From an optimization exercise on the open Yosys and OpenROAD flow, aimed at small area; shortcuts taken in it are not production practice. At most, simulation tests tie the RTL to the original design; equivalence was not proved.

==> v11 <==
==> flow/design.v (excerpt) <==
module Game520(clk, rst, row, r_col, g_col, led,
	btn1_i, btn2_i, btn3_i, ready_i, start_i, btn6_i, btn7_i, btn8_i,
	DIG, Y, lcd_en, lcd_rw, lcd_rs, lcd_data, speaker);
	input clk, rst;						 
	input btn1_i, btn2_i, btn3_i, btn6_i, btn7_i, btn8_i;		 
	input ready_i, start_i;				 
	output [7:0] row, r_col, g_col;	 
	output [7:0] led;						 
	output [7:0] DIG, Y;					 
	output       lcd_en ;				 
	output       lcd_rw ;				 
	output       lcd_rs ;				 
	output [7:0] lcd_data;				 
	output speaker;						 
	wire ce_1k, ce_5m, ce_4hz, t2000;
	wire [4:0] t20;
	timebase tb0(clk, rst, ce_1k, ce_5m, ce_4hz, t20, t2000);
	wire btn1, btn2, btn3, btn6, btn7, btn8, ready, start;
	reg run;
	always @(posedge clk or negedge rst)
	if (!rst)
		run <= 1'b0;
	else
		run <= 1'b1;
	debounce u2(clk, rst, run, btn1_i, btn1);
	debounce u3(clk, rst, run, btn2_i, btn2);
	debounce u4(clk, rst, run, btn3_i, btn3);
	debounce u5(clk, rst, run, btn6_i, btn6);
  ...
==> flow/config.mk <==
export PLATFORM = sky130hd
export DESIGN_NAME = Game520
export DESIGN_NICKNAME = Game520
export VERILOG_FILES = /design/flow/design.v
export SDC_FILE = /design/flow/constraint.sdc
export NUM_CORES = 4
export LEC_CHECK = 0
export CAP_MARGIN = 20
export CORE_MARGIN = 2
export CORE_UTILIZATION = 40
export SLEW_MARGIN = 20
==> flow/constraint.sdc <==
create_clock -name core_clock -period 10.0 [get_ports {clk}]
set_input_delay 2.0000 -clock core_clock [delete_from_list [all_inputs] [get_ports {clk}]]
set_output_delay 2.0000 -clock core_clock [all_outputs]
set_load 0.01 [all_outputs]
standard.sh (not shown) runs the stock make flow with config.mk's settings and CLKGATE_MAP_FILE= SYNTH_SCRIPT=/design/flow/synth_recipe.tcl, a recipe that flattens the netlist after the stock synthesis.
==> flow/flow/run.sh <==
#!/bin/bash
# Layout flow: the standard synthesis, then the combinational logic
# between the registers is mapped again with a stronger ABC script (the
# registers, their names and cell types are kept as the standard synthesis
# made them), then the standard layout from floorplan to finish.
# Each tool's output goes to a log file of its own in this folder.
set -euo pipefail
work=$(pwd)
res=$work/orfs/results/$FLOW_PLATFORM/Game520/base
yosys_bin=$FLOW_HOME/../tools/install/yosys/bin/yosys
lib=$FLOW_HOME/platforms/$FLOW_PLATFORM/lib/sky130_fd_sc_hd__tt_025C_1v80.lib

# 1. standard synthesis
bash standard.sh "$res/1_2_yosys.v" > "$work/flow_1_synth.log" 2>&1
cp "$res/1_2_yosys.v" "$work/standard_1_2_yosys.v"

# 2. map the combinational logic again
dontuse=$(grep -o -- "-dont_use [A-Za-z0-9_]*" "$work/orfs/logs/$FLOW_PLATFORM/Game520/base/1_2_yosys.log" | sort -u | tr '\n' ' ')
abc_script=$(tr -d '\n' < "$work/flow/abc.script" | sed 's/[&#]/\\&/g')
sed -e "s#@LIB@#$lib#g" -e "s#@NET@#$work/standard_1_2_yosys.v#g" \
    -e "s#@OUT@#$res/1_2_yosys.v#g" -e "s#@MID@#$work/resynth_mid.v#g" -e "s#@TOP@#$FLOW_TOP#g" \
    -e "s#@DONTUSE@#$dontuse#g" -e "s#@ABC@#$abc_script#g" \
    "$work/flow/resynth.ys" > "$work/resynth.ys"
"$yosys_bin" -s "$work/resynth.ys" > "$work/flow_2_resynth.log" 2>&1

# 3. standard layout on the new netlist, with the ports buffered by the
# smallest buffer and a clock tree of smaller buffers (flow/layout.args)
mapfile -t layout_args < <(grep -v '^#' "$work/flow/layout.args" | grep .)
bash standard.sh "${layout_args[@]}" finish > "$work/flow_3_layout.log" 2>&1
test -f "$work/out/final.def"
==> flow/flow/abc.script <==
strash;&get,-n;&deepsyn,-T,60;&dch;&nf,-R,1000;&put
==> flow/flow/layout.args <==
# one make variable per line, passed to standard.sh for the layout steps
BUFFER_PORTS_ARGS=-buffer_cell sky130_fd_sc_hd__buf_1
CTS_ARGS=-sink_clustering_enable -repair_clock_nets -dont_use_dummy_load -buf_list sky130_fd_sc_hd__clkbuf_8 -root_buf sky130_fd_sc_hd__clkbuf_16
Other scripts of this flow, unchanged in this note and not shown: flow/flow/resynth.ys
==> v19 (differences from v11) <==
--- a/flow/design.v
+++ b/flow/design.v
@@ -64,21 +64,22 @@
 			cnt <= {cnt[6:0], fb};
 		key_rst_pre <= key_rst;
 		nkey_sec_pre <= nkey_sec;
 	end
 endmodule
-module score(clk, rst, key, start, A, B, pover);
+module score(clk, rst, ca, cb, start, A, B, pover);
 	input clk, rst, start;
-	input [3:0] key;		 
+	input [1:0] ca, cb;		 
 	output [1:0] A, B;		 
 	output pover;			 
 	reg [1:0] sa, sb;
 	reg pover;
 	assign A = sa;
 	assign B = sb;
-	wire a_wins = (key == 4'd2) || (key == 4'd6) || (key == 4'd7);
-	wire b_wins = (key == 4'd3) || (key == 4'd4) || (key == 4'd8);
+	wire [1:0] a = (ca == 2'd0) ? 2'd1 : ca;
+	wire a_wins = ((a == 2'd1) && (cb == 2'd2)) || ((a == 2'd2) && (cb == 2'd3)) || ((a == 2'd3) && (cb == 2'd1));
+	wire b_wins = ((a == 2'd1) && (cb == 2'd3)) || ((a == 2'd2) && (cb == 2'd1)) || ((a == 2'd3) && (cb == 2'd2));
 	always @(posedge clk or negedge rst)
 	if (!rst)
 	begin
 		sa <= 2'd0;
 		sb <= 2'd0;
@@ -215,19 +216,22 @@
 	endfunction
 	function [15:0] res;
 		input [3:0] k;
 		input mid;
 		case (k)
-		4'd1: res = mid ? 16'h00e7 : 16'h00e7;
-		4'd2: res = mid ? 16'h03e0 : 16'h04e0;
-		4'd3: res = mid ? 16'he007 : 16'he002;
-		4'd4: res = mid ? 16'hc007 : 16'h2007;
-		4'd5: res = mid ? 16'h00c3 : 16'h0024;
-		4'd6: res = mid ? 16'h07c0 : 16'h0220;
-		4'd7: res = mid ? 16'h07e0 : 16'h0740;
-		4'd8: res = mid ? 16'he003 : 16'h4004;
-		4'd9: res = mid ? 16'h00e7 : 16'h0042;
+		4'd1: res = mid ? 16'h00e7 : 16'h00e7;	 
+		4'd2: res = mid ? 16'h03e0 : 16'h04e0;	 
+		4'd3: res = mid ? 16'he007 : 16'he002;	 
+		4'd5: res = mid ? 16'h00e7 : 16'h00e7;	 
+		4'd6: res = mid ? 16'h03e0 : 16'h04e0;	 
+		4'd7: res = mid ? 16'he007 : 16'he002;	 
+		4'd9: res = mid ? 16'hc007 : 16'h2007;	 
+		4'd10: res = mid ? 16'h00c3 : 16'h0024;	 
+		4'd11: res = mid ? 16'h07c0 : 16'h0220;	 
+		4'd13: res = mid ? 16'h07e0 : 16'h0740;	 
+		4'd14: res = mid ? 16'he003 : 16'h4004;	 
+		4'd15: res = mid ? 16'h00e7 : 16'h0042;	 
 		default: res = 16'h0000;
 		endcase
 	endfunction
 	wire [63:0] pic_bits = pict(id[3:0]);
 	wire [2:0] rs = rp - 3'd1;				 
@@ -494,23 +498,10 @@
 	wire [1:0] A, B;		 
 	wire pover;
 	wire notover = ~(&A) & ~(&B);
 	assign led = {ca == 2'd1, ca == 2'd2, ca == 2'd3, ~btn, btn,
 		cb == 2'd1, cb == 2'd2, cb == 2'd3};
-	reg [3:0] key;
-	always @*
-	begin
-		case (ca)
-		2'd2: key = 4'd3;
-		2'd3: key = 4'd6;
-		default: key = 4'd0;
-		endcase
-		if (cb == 2'd0)
-			key = 4'd0;
-		else
-			key = key + {2'b00, cb};
-	end
 	always @(posedge clk or negedge rst)
 	if (!rst)
 	begin
 		btn <= 1'b0;
 		ca <= 2'd0;
@@ -545,11 +536,11 @@
 			else if (btn8)
 				cb <= 2'd3;
 		end
 	end
 	wire rp0;
-	score s1(clk, rst, key, start, A, B, pover);
-	round r1(clk, ce_1k, rst, key, ready, start, A, B, pover, r_col, g_col, row, rp0);
+	score s1(clk, rst, ca, cb, start, A, B, pover);
+	round r1(clk, ce_1k, rst, {ca, cb}, ready, start, A, B, pover, r_col, g_col, row, rp0);
 	segment sg(clk, ce_1k, rst, rp0, A, B, DIG, Y);
 	lcd_1602_driver l1(clk, rst, t20, t2000, A, B, lcd_en, lcd_rw, lcd_rs, lcd_data);
 	beep b1(clk, rst, run, ce_5m, ce_4hz, speaker);
 endmodule
==> flow/flow/abc.script (replaced) <==
strash;&get,-n;&deepsyn,-T,60;&put;strash;dch;map,-a;&get,-n;&dch;&nf,-R,1000;&put
==> flow/flow/layout.args (replaced) <==
# one make variable per line, passed to standard.sh for the layout steps
BUFFER_PORTS_ARGS=-buffer_cell sky130_fd_sc_hd__buf_1
CTS_ARGS=-sink_clustering_enable -repair_clock_nets -dont_use_dummy_load -buf_list sky130_fd_sc_hd__clkbuf_8 -root_buf sky130_fd_sc_hd__clkbuf_8
--- a/flow/config.mk
+++ b/flow/config.mk
@@ -5,7 +5,8 @@
 export SDC_FILE = /design/flow/constraint.sdc
 export NUM_CORES = 4
 export LEC_CHECK = 0
 export CAP_MARGIN = 20
 export CORE_MARGIN = 2
-export CORE_UTILIZATION = 40
+export CORE_UTILIZATION = 65
+export PLACE_DENSITY = 0.75
 export SLEW_MARGIN = 20
==> comparison <==
- Routed wire length: v19 is higher than v11 (2.2%).
- Of v19 and v11, v11 has the higher die area (gap about 40%, measured against v11).
- In v11 the first-iteration DRC count is lower than in v19, by about 56%.
- Of v19 and v11, v11 has the higher worst setup slack (gap 0.86 ns).
Only the layout flow was run in v11; the RTL was not checked for function there.

-- static timing again, ports no longer ideal --
Ports are ideal in the flow. The routed layouts listed here were re-timed in OpenROAD. Step 1, drivers: a clkbuf_16 drives clk and a buf_2 each remaining input, both assumed. Step 2 times the ports against the registers' clock, not the clock port: input delays grow and output delays shrink by t, the midpoint of the rising clock arrivals with the driver on. Three values: ideal ports, drivers, drivers and shift; two values: the first two.
run | shift t [ns] | setup slack, ns | hold slack, ns | worst setup path at the end | worst data-port slew with drivers (ns)
v11 | 0.416 | 3.210 / 3.166 / 3.582 | 0.404 / 0.404 / 0.404 | register to output | 0.03
v19 | 0.481 | 2.351 / 2.314 / 2.794 | 0.385 / 0.385 / 0.385 | register to output | 0.04
After both steps setup and hold are still met in every run listed.
